This is an optimization exercise on Yosys and OpenROAD, whose aim is small area, a short achievable clock period and few clock cycles, not a production implementation. Function was checked by simulation only, so behaviour that the tests miss may differ from the original.

## flow/design.v (module list and top-level ports; edited modules follow where they fit)
// module Milestone_1: 1032 lines
module Milestone_1 (
	input  logic            Clock,
	input  logic            resetn,
	input  logic            start,
	input  logic   [15:0]   SRAM_read_data,
	output logic   [17:0]   SRAM_address,
	output logic   [15:0]   SRAM_write_data,
	output logic            SRAM_we_n,
	output logic            stop
);
  // ...
==> flow/flow/run.sh <==
#!/bin/bash
set -euo pipefail
export BUFFER_PORTS_ARGS="-buffer_cell sky130_fd_sc_hd__buf_2"
export SETUP_SLACK_MARGIN=7.6
bash standard.sh > standard_flow.log 2>&1
==> flow/standard.sh <==
#!/bin/bash
# synth_recipe.tcl (not shown) runs the flow's synth.tcl, then flattens the netlist and writes it again
# the make line also repeats each setting of config.mk as NAME=value (left out here)
make -C /OpenROAD-flow-scripts/flow DESIGN_CONFIG=/design/flow/config.mk WORK_HOME=/design/flow/orfs CLKGATE_MAP_FILE= SYNTH_SCRIPT=/design/flow/synth_recipe.tcl "${@:-finish}"
==> flow/config.mk <==
export PLATFORM = sky130hd
export DESIGN_NAME = Milestone_1
export DESIGN_NICKNAME = Milestone_1
export VERILOG_FILES = /design/flow/design.v
export SDC_FILE = /design/flow/constraint.sdc
export NUM_CORES = 4
export LEC_CHECK = 0
export ABC_CLOCK_PERIOD_IN_PS = 4500
export CAP_MARGIN = 20
export CORE_MARGIN = 2
export CORE_UTILIZATION = 55
export CTS_CLUSTER_DIAMETER = 100
export CTS_CLUSTER_SIZE = 25
export SLEW_MARGIN = 20
==> flow/constraint.sdc <==
create_clock -name core_clock -period 11.0 [get_ports {Clock}]
set_input_delay 2.2000 -clock core_clock [delete_from_list [all_inputs] [get_ports {Clock}]]
set_output_delay 2.2000 -clock core_clock [all_outputs]
set_load 0.01 [all_outputs]
==> results.txt, run 1 <==
Status:
- The run finished with no timing, DRC or antenna violations.

GRT:
- In the global route stage, met2 resource usage came out at 0.413.

Setup path:
- In this run the critical register-to-register path is launched from xu[7].
- For the worst setup path, the data arrival time is 1.21 ns.
- In this run the number of cells on the critical path is 1.
- The element type at the critical path end is a primary output.

Drt:
- The detail route stage leaves a number of antenna-violating nets equal to 0.
- The detailed-routing wirelength on met1 is 29500 µm.
- The detailed route wirelength on metal3 is ~2800 µm.

Yosys:
- The adder-cell area share of the yosys netlist is 0.295.
- The sequential element share of the synthesized area is 0.388.
- Of the total synthesized cell area, the portion taken by XOR and XNOR cells is 0.0269.

STA:
- In the finished design, the share of the clock period the worst path needs comes to 0.310.
- The total count of hold-check failures in the final report is 0.
- Setup violations remaining at the end of the flow were counted as 0.
- The maximum clock rate is between 200 and 300 MHz.
- The smallest setup slack after layout is 7.59 ns.
- Headroom to the max-slew limit came out at 0.344.

Flow run:
- Across the run, the number of max-cap violations was 0.

Layout:
- The count of filler cells inserted in the layout is 4026.
- In the final layout, the registers with the most flip-flops are uw (48), vw (40).
- The sequential cell count is roughly 430.
- Once layout is complete, the utilization of the core stands at 0.603.

Min path:
- The worst hold path terminates at e_first.

Floorplan:
- The area enclosed by the die boundary is about 0.050 mm².
Testbench counts, summed over its fixed seeds: cycles 774,744.
==> inputs of run 2 (changes only) <==
--- a/flow/design.v
+++ b/flow/design.v
@@ -8,87 +8,75 @@
 	output logic   [17:0]   SRAM_address,
 	output logic   [15:0]   SRAM_write_data,
 	output logic            SRAM_we_n,
 	output logic            stop
 );
 localparam [17:0] U_BASE = 18'd38400;
 localparam [17:0] V_BASE = 18'd57600;
 localparam [17:0] RGB_BASE = 18'd146944;
-logic        run, pre, xg, xga;
+logic        run, pre;
 logic [2:0]  p, pa;
 logic [7:0]  kk, kka;
 logic [15:0] ycnt;
 logic [17:0] waddr;
 logic [7:0]  cyr, ylo;
 logic [7:0]  uw [0:5];
 logic [7:0]  vw [0:5];
 logic [7:0]  uhi, ulo, vlo;
 logic [8:0]  opu, opv;
 logic        negu, negv;
 logic [7:0]  bhold;
 logic [2:0] np;
 logic [7:0] nkk;
-logic       nxg, row_end, last_row;
-assign row_end  = (p == 3'd4) && (kk == 8'd160) && !xg;
+logic       row_end, last_row;
+assign row_end  = (p == 3'd4) && (kk == 8'd160);
 assign last_row = (ycnt == 16'd38400) && !pre;
 always_comb begin
-	nxg = 1'b0;
 	nkk = kka;
 	np  = pa + 3'd1;
-	if (xga && pa == 3'd5) begin
-		nxg = 1'b1;
-		np  = 3'd6;
-	end else if (xga) begin
-		nkk = 8'd0;
+	if (pa == 3'd4) begin
 		np  = 3'd0;
-	end else if (pa == 3'd4) begin
-		np = 3'd0;
-		if (kka == 8'd160) begin
-			nxg = 1'b1;
-			np  = 3'd5;
-		end else begin
-			nkk = kka + 8'd1;
-		end
+		nkk = (kka == 8'd160) ? 8'd0 : kka + 8'd1;
 	end
 end
 logic        n_rd_y, n_wr, n_rd_uv, b_rd_y, b_wr, b_rd_uv, b_isv;
 logic [1:0]  b_off;
 logic [17:0] uv_addr;
 logic [1:0]  uv_off;
 logic        uv_isv;
 always_comb begin
 	n_rd_y  = 1'b0;
 	n_wr    = 1'b0;
 	n_rd_uv = 1'b0;
 	uv_off  = 2'd2;
 	uv_isv  = 1'b0;
-	if (nxg) begin
-		n_rd_uv = 1'b1; uv_isv = 1'b1; uv_off = (np == 3'd5) ? 2'd0 : 2'd1;
-	end else if (nkk == 8'd0) begin
+	if (nkk == 8'd0) begin
 		case (np)
 			3'd1: n_rd_y = 1'b1;
 			3'd2: begin n_rd_uv = 1'b1; uv_isv = 1'b0; uv_off = 2'd2; end
 			default: ;
 		endcase
 	end else begin
 		case (np)
 			3'd0: begin
-				if (!nkk[0]) begin
+				if (nkk == 8'd158) begin n_rd_uv = 1'b1; uv_isv = 1'b0; uv_off = pre ? 2'd0 : 2'd1; end
+				else if (nkk == 8'd159) begin n_rd_uv = 1'b1; uv_isv = 1'b0; uv_off = pre ? 2'd1 : 2'd2; end
+				else if (nkk == 8'd160) begin n_rd_uv = 1'b1; uv_isv = 1'b1; uv_off = 2'd0; end
+				else if (!nkk[0]) begin
 					uv_isv = 1'b0;
-					if (nkk == 8'd160) begin n_rd_uv = 1'b1; uv_off = 2'd0; end
-					else n_rd_uv = (nkk <= 8'd154);
+					n_rd_uv = (nkk <= 8'd154);
 				end else begin
 					uv_isv = 1'b1;
 					n_rd_uv = (nkk <= 8'd155);
 				end
 			end
 			3'd1: begin
-				if (nkk == 8'd160) begin n_rd_uv = 1'b1; uv_isv = 1'b0; uv_off = 2'd1; end
-				else n_rd_y = 1'b1;
+				if (nkk == 8'd160) begin n_rd_uv = 1'b1; uv_isv = 1'b1; uv_off = 2'd1; end
+				else n_rd_y = !pre;
 			end
 			default: n_wr = 1'b1;
 		endcase
 	end
 end
 assign uv_addr = {3'd0, ycnt[15:1]} + (b_isv ? V_BASE : U_BASE) + {16'd0, b_off};
 always_ff @(posedge Clock or negedge resetn) begin
 	if (~resetn) begin
@@ -110,36 +98,32 @@
 			waddr <= waddr + 18'd1;
 			SRAM_we_n <= 1'b0;
 		end
 	end
 end
 always_ff @(posedge Clock) begin
 	if (!run) begin
 		pre <= 1'b1;
-		xg <= 1'b0;
-		xga <= 1'b0;
 		p <= 3'd0;
-		kk <= 8'd160;
+		kk <= 8'd158;
 		pa <= 3'd1;
-		kka <= 8'd160;
+		kka <= 8'd158;
 		SRAM_address <= U_BASE;
 		b_rd_y <= 1'b0;
 		b_wr <= 1'b0;
-		b_rd_uv <= 1'b1;
+		b_rd_uv <= 1'b0;
 		b_isv <= 1'b0;
-		b_off <= 2'd1;
+		b_off <= 2'd0;
 	end else begin
 		p <= pa;
 		kk <= kka;
-		xg <= xga;
 		pa <= np;
 		kka <= nkk;
-		xga <= nxg;
-		if (xga) pre <= 1'b0;
+		if (p == 3'd4 && kk == 8'd160) pre <= 1'b0;
 		b_rd_y <= n_rd_y;
 		b_wr <= n_wr;
 		b_rd_uv <= n_rd_uv;
 		b_isv <= uv_isv;
 		b_off <= uv_off;
 		if (b_rd_y)
 			SRAM_address <= {2'd0, ycnt};
 		else if (b_wr && !pre)
@@ -147,60 +131,60 @@
 		else if (b_rd_uv)
 			SRAM_address <= uv_addr;
 	end
 end
 logic c_s1v, c_tmode, c_tm2, c_tm3, c_isv3, c_first_i, c_ld_opu, c_ld_opv;
 logic c_cap_even, c_first_e, c_w1, c_w2;
 always_ff @(posedge Clock) begin
 	c_s1v      <= (pa == 3'd2);
-	c_tmode    <= (pa == 3'd0) && (kka == 8'd0) && !xga;
+	c_tmode    <= (pa == 3'd0) && (kka == 8'd0);
 	c_tm2      <= c_tmode;
 	c_tm3      <= c_tm2;
 	c_isv3     <= (pa == 3'd4);
-	c_first_i  <= (kka == 8'd0) && !xga;
+	c_first_i  <= (kka == 8'd0);
 	c_ld_opu   <= (pa == 3'd3);
 	c_ld_opv   <= (pa == 3'd4);
 	c_cap_even <= (pa == 3'd4);
 	c_first_e  <= (kka == 8'd1);
 	c_w1       <= (pa == 3'd1);
 	c_w2       <= (pa == 3'd2);
 end
 logic [7:0] rd_hi, rd_lo, vin;
 assign rd_hi = SRAM_read_data[15:8];
 assign rd_lo = SRAM_read_data[7:0];
 assign vin = (kk >= 8'd157) ? vw[5] : (kk[0] ? rd_hi : vlo);
 always_ff @(posedge Clock) begin
-	if (p == 3'd3 && kk <= 8'd159 && !xg) begin
+	if (p == 3'd3 && kk <= 8'd159) begin
 		cyr <= rd_hi;
 		ylo <= rd_lo;
-	end else if (p == 3'd4 && !xg) begin
+	end else if (p == 3'd4) begin
 		cyr <= ylo;
 	end
-	if (kk == 8'd160 && p == 3'd2 && !xg) begin
-		uw[0] <= rd_hi; uw[1] <= rd_hi; uw[2] <= rd_hi; uw[3] <= rd_lo;
-	end else if (kk == 8'd160 && p == 3'd3 && !xg) begin
+	if (kk == 8'd159 && p == 3'd4) begin
+		uw[0] <= uhi; uw[1] <= uhi; uw[2] <= uhi; uw[3] <= ulo;
+	end else if (kk == 8'd159 && p == 3'd2) begin
 		uw[4] <= rd_hi; uw[5] <= rd_lo;
-	end else if (p == 3'd0 && kk != 8'd0 && !xg) begin
+	end else if (p == 3'd0 && kk != 8'd0 && kk != 8'd160) begin
 		uw[0] <= uw[1]; uw[1] <= uw[2]; uw[2] <= uw[3]; uw[3] <= uw[4]; uw[4] <= uw[5];
 		uw[5] <= (kk >= 8'd157) ? uw[5] : (kk[0] ? uhi : ulo);
 	end
-	if (!xg && ((p == 3'd2 && !kk[0] && kk != 8'd0 && kk <= 8'd154) || (p == 3'd4 && kk == 8'd0))) begin
+	if ((p == 3'd2 && !kk[0] && kk != 8'd0 && (kk <= 8'd154 || kk == 8'd158)) || (p == 3'd4 && kk == 8'd0)) begin
 		uhi <= rd_hi;
 		ulo <= rd_lo;
 	end
-	if (kk == 8'd0 && p == 3'd0 && !xg) begin
+	if (kk == 8'd160 && p == 3'd2) begin
 		vw[1] <= rd_hi; vw[2] <= rd_hi; vw[3] <= rd_hi; vw[4] <= rd_lo;
-	end else if (kk == 8'd0 && p == 3'd1 && !xg) begin
+	end else if (kk == 8'd160 && p == 3'd3) begin
 		vw[5] <= rd_hi;
-	end else if (p == 3'd2 && !xg) begin
+	end else if (p == 3'd2) begin
 		vw[0] <= vw[1]; vw[1] <= vw[2]; vw[2] <= vw[3]; vw[3] <= vw[4]; vw[4] <= vw[5];
 		vw[5] <= vin;
 	end
-	if (!xg && ((p == 3'd2 && kk[0] && kk <= 8'd155) || (p == 3'd1 && kk == 8'd0))) vlo <= rd_lo;
+	if ((p == 3'd2 && kk[0] && kk <= 8'd155) || (p == 3'd3 && kk == 8'd160)) vlo <= rd_lo;
 end
 logic        uadj;
 logic [7:0]  ia, ib, ic, id, ie, ig;
 logic [8:0]  q2, q3, p2, p3;
 logic [7:0]  ar, gr, am, gm;
 logic [0:0]  ntm;
 logic [18:0] ira, irb, ira_r, irb_r, S;
 logic [8:0]  iop;
==> flow/flow/run.sh (replaced) <==
#!/bin/bash
set -euo pipefail
export BUFFER_PORTS_ARGS="-buffer_cell sky130_fd_sc_hd__buf_2"
export SETUP_SLACK_MARGIN=7.9
bash standard.sh > standard_flow.log 2>&1
==> run 2 against run 1 <==
  * Synthesized area grew 0.43%
  * Fmax grew 0.10%
  * Critical path depth grew 11
  * Design area grew 2.2%
  * Critical endpoint is now gc
  * Critical path type is now register to register
  * Global-route usage grew 0.70 points
  * Synthesized cell count is the same
  * Count of clock-buffer cells in the layout shrank 3
==> results.txt, run 2 <==
Floorplan:
- The starting density of the core is 0.559.
- The area enclosed by the die boundary is 0.0506 mm² (+0.42%).
- 55 I/O pins were placed.
- The floorplan die height is 225 µm.
- The standard-cell row count is 80.
- The standard cell core area is 0.0479 mm².
- From left edge to right edge, the die measures 225 µm.

STA:
- The actual transition at the worst max-transition pin is 1.06 ns.
- The relative slew slack came to 0.294 (-0.0500).
- Counting I/O delays and the setup requirement, the final critical path takes between 3 and 4 ns.
- The final clock period utilization by the worst path is 0.310 (-0.000321).
- The total count of hold-check failures in the final report is 0 (unchanged).
- The setup-violating endpoint count in the final report is 0 (unchanged).
- The max-slew violation count came to 0.
- Setup repair after global routing could not meet its margin everywhere.
- The clock tree skew after final layout is ~0.019 ns.
- The maximum clock rate came to 293 MHz (+0.10%).
- The total negative setup slack is 0 ns.
- The smallest setup slack after layout came to 7.59 ns (+0.00353 ns).

Clocking:
- Counting every sink on the clock net gives between 400 and 500.
- The number of hold buffers added after cts is 0.
- Buffers inserted during clock tree synthesis total 21.
- Clock-pin slew was measured on the worst setup and hold paths at 0.10 ns.
- CTS built an H-tree with a depth of 1.
- The buffer type at the clock tree root is clkbuf_16.
- The clock tree from TritonCTS is yes.
- The deepest clock path buffer count is 3.
- The clock insertion delay at the later pin of the skew report is 0.56 ns.

Drt:
- The remaining antenna violation count is 0 (unchanged).
- Dividing the detail-routed wire length by the instance count gives 20.7 µm.
- The first detailed-routing pass ran for 5 iterations.
- After detailed routing, the number of remaining DRC violations is 0.
- After detailed routing, the number of vias per cell comes to 5.47.
- The initial DRC count is 1388.
- The routed layout has 17.6k vias.
- The routed wire length is between 60000 and 70000 µm.

Place:
- Once detailed placement completed, the half-perimeter wirelength came to between 50000 and 60000 µm.
- The placement-stage worst setup slack is 7.19 ns.
- The placed instances occupy a cell area of 0.0278 mm².
- The quantity of I/O buffers inserted on ports is 54.
- The routability-driven placement congestion ratio is 0.913.

Layout:
- From synthesis to final layout, the design area changed by 9.95%.
- The largest registers in the layout are uw (48), vw (40).
- The flip-flop count of the largest register, all copies and words added is 48.
- The count of filler cells inserted in the layout is 3957 (-1.7%).
- In the layout the commonest cells are inv_1 (449), nand2_1 (249), fa_1 (246).
- In the final design database the tool counted 3074 nets.
- The register cell area after layout is 0.0104 mm².
- Leaving out fill and tap cells, the most frequent cell in the layout is inv_1.
- The share of final-layout standard cells stronger than drive strength 1 is 0.148.
- More flip-flops sit in one register than any other, and that register is uw.
- In the final layout, the multi-input gates occupy 0.0148 mm².
- The area of all placed cells without fillers is ~0.029 mm².

Setup path:
- The critical path starts at ey[3].
- In this run the critical register-to-register path is launched from ey[3].
- At the worst endpoint, the required time is between 10 and 15 ns.
- Walking the worst path, the cells encountered are inv_2 > fa_1 > inv_2 > fa_2 > inv_1 > fa_1 > fa_1 > inv_1 > ha_2 > or3_1 > o21ai_1 > a21oi_1.
- Of all nets on the critical path, the largest fanout is 5.
- On the worst path, the slowest cell contributes a delay of 0.60 ns.
- The slowest stage cell on the critical path is fa_1.
- The most numerous cell on the critical path is fa_1.
- The element type at the critical path end is a register.
- The worst endpoint data arrival time is 3.86 ns (+2.65 ns).
- The critical setup path kind is register to register.
- The critical path startpoint category is a register.

Yosys:
- Counting flops and latches in the post-synthesis netlist gives 432.
- By area the synthesized netlist is led by fa_1 (20%), dfxtp_1 (18%), edfxtp_1 (17%).
- By count the netlist is led by inv_1 (477), fa_1 (264), nand2_1 (250).
- The number of warning messages in the yosys log is 3.
- The cell area after synthesis is between 0.02 and 0.03 mm².
- The area share of the largest cell type after synthesis is 0.197.
- The synthesized instance count is about 2.5k.
- Yosys mapped a number of flops with a built-in enable equal to 149.
- The average cell area after synthesis is approximately 11 µm².
- The largest total area in the synthesized netlist belongs to fa_1.
- Counting every net in the synthesized netlist gives 2986.
- For this run, the leading register cell type out of synthesis is dfxtp_1.
- inv_1 is the most common cell in the netlist.
- In the synthesized netlist the async set-or-reset flop fraction comes to 0.0856.
- Yosys mapped the design onto 84 distinct sky130hd cell types.
- The sequential element share of the synthesized area was 0.385 (-0.00316).

GRT:
- Entering global routing, the biggest net connects 50 pins.
- The first-pass GRT wire length is 103000 µm.
- The total track usage is 0.265.
- The total grt overflow is 0.
- The number of global-route vias before repair is 17.8k.
- The met1 global-route usage is 0.401.
- met2 is the most crowded layer.
- The number of antenna violations at the first check in global routing was 2.
- The global-route track usage on met3 is 0.0319.
- The met2 usage is 0.413 (about the same).

Flow run:
- The max-cap violation count is 0 (unchanged).

Min path:
- The worst hold-check path type is register to register.
- The start point of the worst min-delay path is e_negv.

Status:
- The flow ran to the end and the layout has no timing, DRC or antenna violations.
[run 2: cell types whose count changed after synthesis, moves of 13 or more]
cell / before / now
nor2_1: 112 / 59
nand2_1: 286 / 250
o21ai_0: 93 / 127
inv_1: 448 / 477
mux2_2: 63 / 44
a211oi_1: 24 / 11
a221o_1: 0 / 13
[run 2: worst paths after layout]
path / to / slack [ns] / cells past startpoint
max in group asynchronous: ycnt[3] / 8.71 / 1
worst max-delay path: gc / 7.59 / 12
min in group asynchronous: stop / 1.73 / 1
worst min register to register: e2_negv / 0.33 / 0
worst min-delay path: e2_negv / 0.33 / 0
worst max register to register: gc / 7.59 / 12
[run 2: final cells by class]
class,count,share of cell area
Antenna cell,1,0.0000848
Clock buffer,32,0.0192
Clock inverter,3,0.000806
Multi-Input combinational cell,1523,0.500
Tap cell,615,0.0261
Sequential cell,432,0.354
Timing Repair Buffer,127,0.0361
Inverter,479,0.0631
[run 2: kinds of logic (layout without fill, tap and decap cells)]
group | after synthesis | in the layout | share of synthesized area
and+or+nand+nor | 542 | 542 | 0.100
adders and majority gates | 471 | 471 | 0.294
xor gates and xnor gates | 85 | 85 | 0.0278
DFF | 432 | 432 | 0.385
AOI/OAI and AO/OA | 352 | 353 | 0.0875
buffers and inverters | 542 | 641 | 0.0768
other | 0 | 1 | 0
muxes | 72 | 72 | 0.0289
[run 2: metal layers]
metal	part of all wire	routed length [µm]
met1	0.48	31600
met2	0.45	29700
met3	0.051	3370
met4	0.026	1720
met5	0	0
[run 2: critical path: cells and delay by family (launching register included)]
kind	cells	cell delay [ns]
flops	1	0.37
compound gates	2	0.13
simple gates	1	0.36
fa+ha+maj	5	2.16
buf+inv	4	0.29
[run 2: repair_timing]
| action | in CTS | in global routing |
|---|---|---|
| pin swaps | 11 | 40 |
| hold endpoints to repair | 0 | 0 |
| setup buffers | 30 | 28 |
| endpoints found under the setup margin | 75 | 115 |
| gates resized for setup | 97 | 88 |
| cloned | 0 | 2 |
[run 2: through the flow]
step	utilization	hold WS (ns)	cells
final	0.615	0.334	3212
after global routing	0.615	0.342	3211
after CTS	0.604	0.335	3181
after detailed placement	0.580	0.312	3116
after global placement	0.579	0.314	3115
after floorplan	-	0.309	2496
Testbench counts of run 2, summed over its fixed seeds: cycles 772,864.
==> inputs of run 3 (changes only) <==
==> flow/flow/run.sh (replaced) <==
#!/bin/bash
set -euo pipefail
export BUFFER_PORTS_ARGS="-buffer_cell sky130_fd_sc_hd__buf_2"
export SETUP_SLACK_MARGIN=7.6
bash standard.sh > standard_flow.log 2>&1
==> run 3 against run 2 <==
  * Hold slack got worse by 0.0045 ns
  * Sequential cell count unchanged
  * Count of clock-buffer cells in the layout increased by 1
  * Critical path depth decreased by 1
  * Highest routed layer unchanged
  * Global-route usage about the same
  * Die area unchanged
  * Fmax increased by 0.28%
==> results.txt, run 3 <==
Place:
- The half-perimeter wire length after detailed placement is 51300 µm (-0.33%).
- The placed standard-cell area is 0.0278 mm² (-0.17%).
- The quantity of I/O buffers inserted on ports came to 54 (unchanged).
- The routability-driven placement congestion ratio came to 0.903 (-1.0%).

Yosys:
- The share of synthesized registers carrying an async set or reset is 0.0856 (unchanged).
- The sequential element share of the synthesized area came to 0.385 (unchanged).
- The average cell area after synthesis is 10.7 µm² (unchanged).
- The distinct cell type count of the synthesized netlist is 84 (unchanged).
- For this run, the leading register cell type out of synthesis is dfxtp_1.
- The library cell occupying the most area in the post-synthesis netlist is fa_1.
- Yosys attributes the largest share of cell area to fa_1 (20%), dfxtp_1 (18%), edfxtp_1 (17%).
- The number of flops mapped to enable cells by yosys is 149 (unchanged).
- By count the netlist is led by inv_1 (477), fa_1 (264), nand2_1 (250).
- The most repeated cell in the gate-level netlist after synthesis is inv_1.
- The net count after synthesis is 2986 (unchanged).
- The number of synthesized register bits is 432 (unchanged).
- The cell area after synthesis was 0.0268 mm² (unchanged).
- The number of warning messages in the yosys log is 3 (unchanged).
- The synthesized instance count is 2496 (unchanged).
- The area share of the largest cell type after synthesis was 0.197 (unchanged).

Drt:
- The number of vias per cell was 5.47 (about the same).
- The routed wire length was 65200 µm (-1.7%).
- The first-pass iteration count of the detailed router was 7 (+2).
- The detail-routed net length per standard cell is 20.4 µm (-1.0%).
- The via total after detailed routing is 17.5k (-0.64%).
- The initial DRC count came to 1313 (-5.4%).
- The remaining antenna violation count was 0 (unchanged).
- The remaining design rule violation count came to 0 (unchanged).

Layout:
- In the final layout, the registers with the most flip-flops are uw (48), vw (40).
- The library cells used most frequently in the layout, excluding fill and tap cells, are inv_1 (459), fa_1 (259), nand2_1 (250).
- The flip-flop count of the largest register, all copies and words added is 48 (unchanged).
- The end-of-flow core utilization was 0.602 (-0.0131).
- The share of final-layout standard cells stronger than drive strength 1 was 0.110 (-0.0383).
- The count of filler cells inserted in the layout is 4067 (+2.8%).
- The layout overhead on the synthesized area is 7.61%.
- The area of all placed cells without fillers is 0.0289 mm² (-2.1%).
- The net count reported at finish is 3050 (-0.78%).
- Counting flops per register, the top entry is uw.
- The library cell used most frequently in the layout, excluding fill and tap cells, is inv_1.

GRT:
- The number of antenna violations at the first check in global routing is 3 (+1).
- The first-pass GRT wire length is 103000 µm (+0.33%).
- The met1 global-route usage is 0.400 (-0.000662).
- The met2 usage came to 0.408 (-0.00428).
- The layer flagged by global routing as most heavily used is met2.
- The pin count of the biggest net entering global routing is 48 (-4.0%).
- The number of global-route vias before repair is 17.4k (-2.0%).
- The total track usage came to 0.266 (+0.000485).
- The global-route track usage on met3 is 0.0370 (+0.00509).
- The total grt overflow is 0 (unchanged).

Setup path:
- The critical setup path kind is register to register.
- The stage delay of the slowest cell on the critical path is 0.58 ns (-0.02 ns).
- The minimum setup slack among reg-to-reg paths is 7.60 ns (about the same).
- The worst setup path is launched from a register.
- The maximum fanout count along the critical path is 4 (-1).
- The slowest stage cell on the critical path is fa_2.
- The worst endpoint data arrival time was 3.86 ns (about the same).
- The signal on the critical path passes through buf_6 > fa_2 > fa_2 > inv_1 > fa_1 > fa_1 > inv_1 > ha_1 > or3_1 > o21ai_1 > a21oi_1.
- The critical path data required time was 11.45 ns (about the same).
- The element type at the critical path end is a register.

Clocking:
- The clock transition at the registers of the reported paths came to 0.10 ns (about the same).
- The level count of the clock H-tree was 1 (unchanged).
- The number of sinks handled by clock tree synthesis is 432 (unchanged).
- The clock insertion delay at the later pin of the skew report is 0.57 ns (about the same).
- TritonCTS built the clock tree.
- The tree is rooted in a clkbuf_16.
- The deepest clock path buffer count is 3 (unchanged).
- The number of clock buffers inserted by TritonCTS came to 21 (unchanged).
- The number of hold buffers added after cts was 0 (unchanged).

STA:
- The relative slew slack is 0.318 (+0.0238).
- The maximum clock rate is 294 MHz (+0.28%).
- The total count of hold-check failures in the final report came to 0 (unchanged).
- The total negative setup slack was 0 ns (unchanged).
- The setup-violating endpoint count in the final report was 0 (unchanged).
- The clock tree skew after final layout is 0.0302 ns (+0.0108 ns).
- The actual transition at the worst max-transition pin is 1.02 ns (-0.0357 ns).
- The max-slew violation count is 0 (unchanged).
- Setup repair after global routing could not meet its margin everywhere.
- The final clock period utilization by the worst path is 0.309 (-0.000879).
- The clock period minus final worst setup slack is 3.40 ns (-0.00967 ns).

Flow run:
- The max-cap violation count is 0 (unchanged).

Floorplan:
- The horizontal extent of the die is 225 µm (unchanged).
- The number of placed I/O pins is 55 (unchanged).
- The floorplan die height is 225 µm (unchanged).
- The standard-cell row count is 80 (unchanged).
- The area enclosed by the die boundary is 0.0506 mm² (unchanged).
- The starting density of the core was 0.559 (unchanged).
- The standard cell core area came to 0.0479 mm² (unchanged).

Min path:
- The worst hold-check path type is register to register.

Status:
- The run finished with no timing, DRC or antenna violations.
[run 3: cell counts after synthesis]
No cell type changed its count.
[run 3: repair_timing]
| action | 4_1_cts | 5_1_grt |
|---|---|---|
| setup buffers | 26 | 10 |
| pin swaps | 10 | 14 |
| hold endpoints to repair | 0 | 0 |
| gates resized for setup | 48 | 32 |
| setup endpoints to repair | 11 | 20 |
[run 3: worst paths after layout]
check	end	depth (start not counted)	startpoint
worst min register to register	e2_negu	0	e_negu
worst max register to register	gc	11	ey[0]
worst min-delay path	e2_negu	0	e_negu
min in group asynchronous	stop	1	resetn
max in group asynchronous	waddr[3]	1	resetn
worst max-delay path	gc	11	ey[0]
[run 3: worst max-delay path, delay by kind of cell (launching register included)]
family	cells	cell delay, ns
DFF	1	0.37
AOI/OAI and AO/OA	2	0.13
adders and majority gates	5	2.24
and+or+nand+nor	1	0.30
buffers and inverters	3	0.24
[run 3: cell type report]
class	instances	area, µm²	area share
multi-input cells	1522	14600	0.505
flip-flops and latches	432	10400	0.361
inverters	479	1860	0.0643
well taps	615	769	0.0267
repair buffers	104	663	0.0230
clock buffers	33	571	0.0198
clock inverters	3	28.8	0.000997
diodes	1	2.50	0.0000867
[run 3: kinds of logic (layout without fill, tap and decap cells)]
group	count (synthesis)	after routing	share of synthesized area
AND/OR/NAND/NOR	542	542	0.100
XOR/XNOR	85	85	0.0278
multiplexers	72	72	0.0289
other	0	1	0
buffers and inverters	542	619	0.0768
AO/OA/AOI/OAI	352	352	0.0875
adder cells (fa/ha/maj)	471	471	0.294
flip-flops	432	432	0.385
[run 3: metal layers]
metal	vias up	wire length (µm)
met4	0	1590
met2	470	29000
met5	-	0
li1	8284	-
met3	75	3810
met1	8622	30800
[run 3: metrics by stage]
stage	instances	hold slack [ns]	setup slack, ns
after detailed placement	3116	0.314	7.10
after global routing	3189	0.343	7.48
final	3189	0.330	7.60
after floorplan	2496	0.310	7.56
after CTS	3178	0.337	7.40
after global placement	3116	0.314	7.19
==> inputs of run 4 (changes only) <==
--- a/flow/config.mk
+++ b/flow/config.mk
@@ -10,5 +10,5 @@
 export CORE_MARGIN = 2
 export CORE_UTILIZATION = 55
-export CTS_CLUSTER_DIAMETER = 100
-export CTS_CLUSTER_SIZE = 25
+export CTS_CLUSTER_DIAMETER = 80
+export CTS_CLUSTER_SIZE = 32
 export SLEW_MARGIN = 20
==> run 4 against run 3 <==
  * Hold slack improved by 0.0092 ns
  * Sequential share of layout area fell by 0.62 points
  * Clock skew is 0.0014 ns lower
  * Sequential cell count unchanged
  * Count of clock-buffer cells in the layout shrank 4
  * Synthesized area stayed put
  * First-iteration DRC count down 4.4%
  * Wire length rose by 0.13%
  * Critical path type is now register to primary output
  * Critical endpoint is now SRAM_we_n
  * Largest cell class unchanged
  * Highest routed layer unchanged
==> results.txt, run 4 <==
Min path:
- The worst hold-check path type is register to register.
- The start point of the worst min-delay path is e_negv.

Yosys:
- The share of synthesized registers carrying an async set or reset is 0.0856 (unchanged).
- The number of warning messages in the yosys log is 3 (unchanged).
- The area share of the largest cell type after synthesis is 0.197 (unchanged).
- The number of flops mapped to enable cells by yosys came to 149 (unchanged).
- The sequential element share of the synthesized area is 0.385 (unchanged).
- The distinct cell type count of the synthesized netlist is 84 (unchanged).
- Of all cell types, the one taking the most synthesized area is fa_1.
- After synthesis, the cell types taking the most area are fa_1 (20%), dfxtp_1 (18%), edfxtp_1 (17%).
- The most used flip-flop cell after synthesis is dfxtp_1.
- The most repeated cell in the gate-level netlist after synthesis is inv_1.
- The cell area after synthesis is 0.0268 mm² (unchanged).
- The net count after synthesis is 2986 (unchanged).
- The synthesized instance count came to 2496 (unchanged).
- The average cell area after synthesis came to 10.7 µm² (unchanged).
- By count the netlist is led by inv_1 (477), fa_1 (264), nand2_1 (250).
- The number of synthesized register bits is 432 (unchanged).

Setup path:
- The sum of buffers and inverters on the critical path is 1 (-2).
- The first element of the critical path is SRAM_we_n.
- The stage delay of the slowest cell on the critical path came to 0.54 ns (-0.04 ns).
- The worst endpoint data arrival time is 1.24 ns (-2.62 ns).
- The critical setup path kind is register to primary output.
- On the critical path the largest part of the delay comes from flip-flops.
- The endpoint of the most critical setup path is SRAM_we_n.
- The worst setup path is captured at a primary output.
- The minimum setup slack among reg-to-reg paths is 7.60 ns (about the same).
- The count of cells along the worst register-to-register path came to 12 (+1).
- The number of logic stages on the critical path including buffering is 1 (-10).
- The critical path data required time is 8.80 ns (-2.65 ns).
- The terminus of the critical flop-to-flop path is gc.
- On the critical path, the stage with the largest delay is an instance of dfstp_2.
- The maximum fanout count along the critical path was 1 (-3).
- The critical path startpoint category is a register.
- The signal on the critical path passes through buf_6.
- The startpoint of the lowest-slack register-to-register path is ey[3].

Clocking:
- The deepest clock path buffer count is 3 (unchanged).
- The number of clock buffers inserted by TritonCTS came to 28 (+33%).
- The clock transition at the registers of the reported paths is 0.10 ns (about the same).
- The number of sinks handled by clock tree synthesis is 432 (unchanged).
- The level count of the clock H-tree is 1 (unchanged).
- The clock insertion delay at the later pin of the skew report was 0.61 ns (+0.04 ns).
- CTS placed an instance of clkbuf_16 at the clock tree root.
- TritonCTS built the clock tree.

Floorplan:
- The horizontal extent of the die is 225 µm (unchanged).
- The standard-cell row count is 80 (unchanged).
- The standard cell core area is 0.0479 mm² (unchanged).
- The area enclosed by the die boundary is 0.0506 mm² (unchanged).
- The floorplan die height is 225 µm (unchanged).
- The starting density of the core came to 0.559 (unchanged).
- The number of placed I/O pins came to 55 (unchanged).

GRT:
- The number of global-route vias before repair came to 17.5k (+0.64%).
- The total grt overflow is 0 (unchanged).
- The pin count of the biggest net entering global routing was 48 (unchanged).
- The total track usage is 0.267 (+0.000738).
- The first-pass GRT wire length is 103000 µm (+0.26%).
- The number of antenna violations at the first check in global routing is 2 (-1).

Drt:
- The remaining design rule violation count is 0 (unchanged).
- The remaining antenna violation count is 0 (unchanged).
- The number of vias per cell is 5.46 (-0.27%).
- The via total after detailed routing was 17.5k (+0.19%).
- The detail-routed net length per standard cell is 20.4 µm (-0.34%).
- The first-pass iteration count of the detailed router was 7 (unchanged).
- The initial DRC count came to 1255 (-4.4%).
- The routed wire length is 65300 µm (+0.13%).

Layout:
- The commonest non-fill, non-tap cell in the layout is inv_1.
- The multi-input logic area is 0.0146 mm² (about the same).
- The share of final-layout standard cells stronger than drive strength 1 came to 0.118 (+0.00864).
- The net count reported at finish is 3056 (+0.20%).
- The largest registers in the layout are uw (48), vw (40).
- Counting flops per register, the top entry is uw.
- The count of filler cells inserted in the layout is 3998 (-1.7%).
- The flip-flop count of the largest register, all copies and words added is 48 (unchanged).
- Compared with the post-synthesis result, the final layout area differs by 9.47%.
- The final instance count without filler cells was 3204 (+0.47%).
- The register cell area after layout is 0.0104 mm² (about the same).
- The library cells used most frequently in the layout, excluding fill and tap cells, are inv_1 (459), fa_1 (262), nand2_1 (250).

Place:
- The quantity of I/O buffers inserted on ports is 54 (unchanged).
- The placed cell count came to 3116 (unchanged).
- The routability-driven placement congestion ratio is 0.903 (unchanged).
- The half-perimeter wire length after detailed placement is 51300 µm (unchanged).

STA:
- Setup repair after global routing could not meet its margin everywhere.
- The relative slew slack is 0.327 (+0.00947).
- The maximum clock rate is 291 MHz (-1.1%).
- The final clock period utilization by the worst path is 0.313 (+0.00341).
- The max-slew violation count was 0 (unchanged).
- The clock tree skew after final layout is 0.0287 ns (-0.00142 ns).
- The clock period minus final worst setup slack came to 3.44 ns (+0.0375 ns).
- The total negative setup slack came to 0 ns (unchanged).
- The total count of hold-check failures in the final report is 0 (unchanged).
- The setup-violating endpoint count in the final report is 0 (unchanged).
- The actual transition at the worst max-transition pin is 1.01 ns (-0.0142 ns).

Status:
- The run finished with no timing, DRC or antenna violations.

Flow run:
- The max-cap violation count was 0 (unchanged).
[run 4: how the worst min path moves through the flow]
stage | to | slack [ns] | cells past startpoint
global placement | p3big2 | 0.31 | 0
finish | e2_negv | 0.34 | 0
global route | e_first | 0.35 | 0
floorplan | c_tm2 | 0.31 | 0
CTS | e2_negv | 0.34 | 0
detailed placement | e2_negv | 0.31 | 0
[run 4: through the flow]
step	utilization	hold WS, ns	setup slack [ns]	cell area [µm²]
2_1_floorplan	-	0.310	7.56	26800
3_3_place_gp	0.579	0.314	7.19	27800
3_5_place_dp	0.579	0.314	7.10	27800
4_1_cts	0.609	0.339	7.40	29200
5_1_grt	0.613	0.348	7.43	29400
6_report	0.613	0.339	7.56	29400
[run 4: cell families after synthesis]
| logic type | after synthesis | synth area share |
|---|---|---|
| compound gates | 352 | 0.0875 |
| xor+xnor | 85 | 0.0278 |
| buf+inv | 542 | 0.0768 |
| fa+ha+maj | 471 | 0.294 |
| simple gates | 542 | 0.100 |
| mux | 72 | 0.0289 |
| flops | 432 | 0.385 |
[run 4: metal layers]
layer / GRT usage / up-vias / routed length (µm)
li1: - / 8308 / -
met2: 0.412 / 466 / 29300
met5: 0 / - / 0
met4: 0.0617 / 0 / 1620
met1: 0.400 / 8638 / 30800
met3: 0.0370 / 73 / 3600
[run 4: final cells by class]
cell class                 count  area share
clock buffer                  29      0.0247
timing repair buffer         103      0.0229
sequential                   432       0.354
antenna                        1   0.0000852
clock inverter                23      0.0125
tap                          615      0.0262
inverter                     479      0.0632
multi-input combinational   1522       0.496
[run 4: what timing repair did]
item,in CTS,in global routing
setup buffers,26,9
endpoints found under the setup margin,11,21
gates cloned,0,0
resized for setup,49,27
pin swaps,13,11
hold buffers,0,0

## port drivers added, routing unchanged
The results above use ideal ports. As a check the final layouts listed here were re-extracted and re-timed, cells and wires unchanged. Step 1 sets driving cells, clkbuf_16 on the clock port and buf_2 on the other inputs (assumed; they add their load-dependent delay and slew). Step 2 moves the port delays by t, midway between the first and last clock arrival at a register: inputs arrive t later, outputs are due t later. That takes back most of the time a late clock gives input paths. a / b / c = no drivers / after step 1 / after step 2; a / b = the first two.
run	t (ns)	setup WS [ns]	worst setup path after step 2
run 1	0.624	7.587 / 7.531 / 7.506	input to register
run 2	0.610	7.590 / 7.555 / 7.590	register to register
run 3	0.615	7.600 / 7.555 / 7.600	register to register
run 4	0.655	7.562 / 7.505 / 7.598	register to register
After both steps setup and hold are still met in every run listed. For run 1, which loses most, drivers alone change the setup slack by -0.056 ns; drivers and shift together by -0.081 ns.
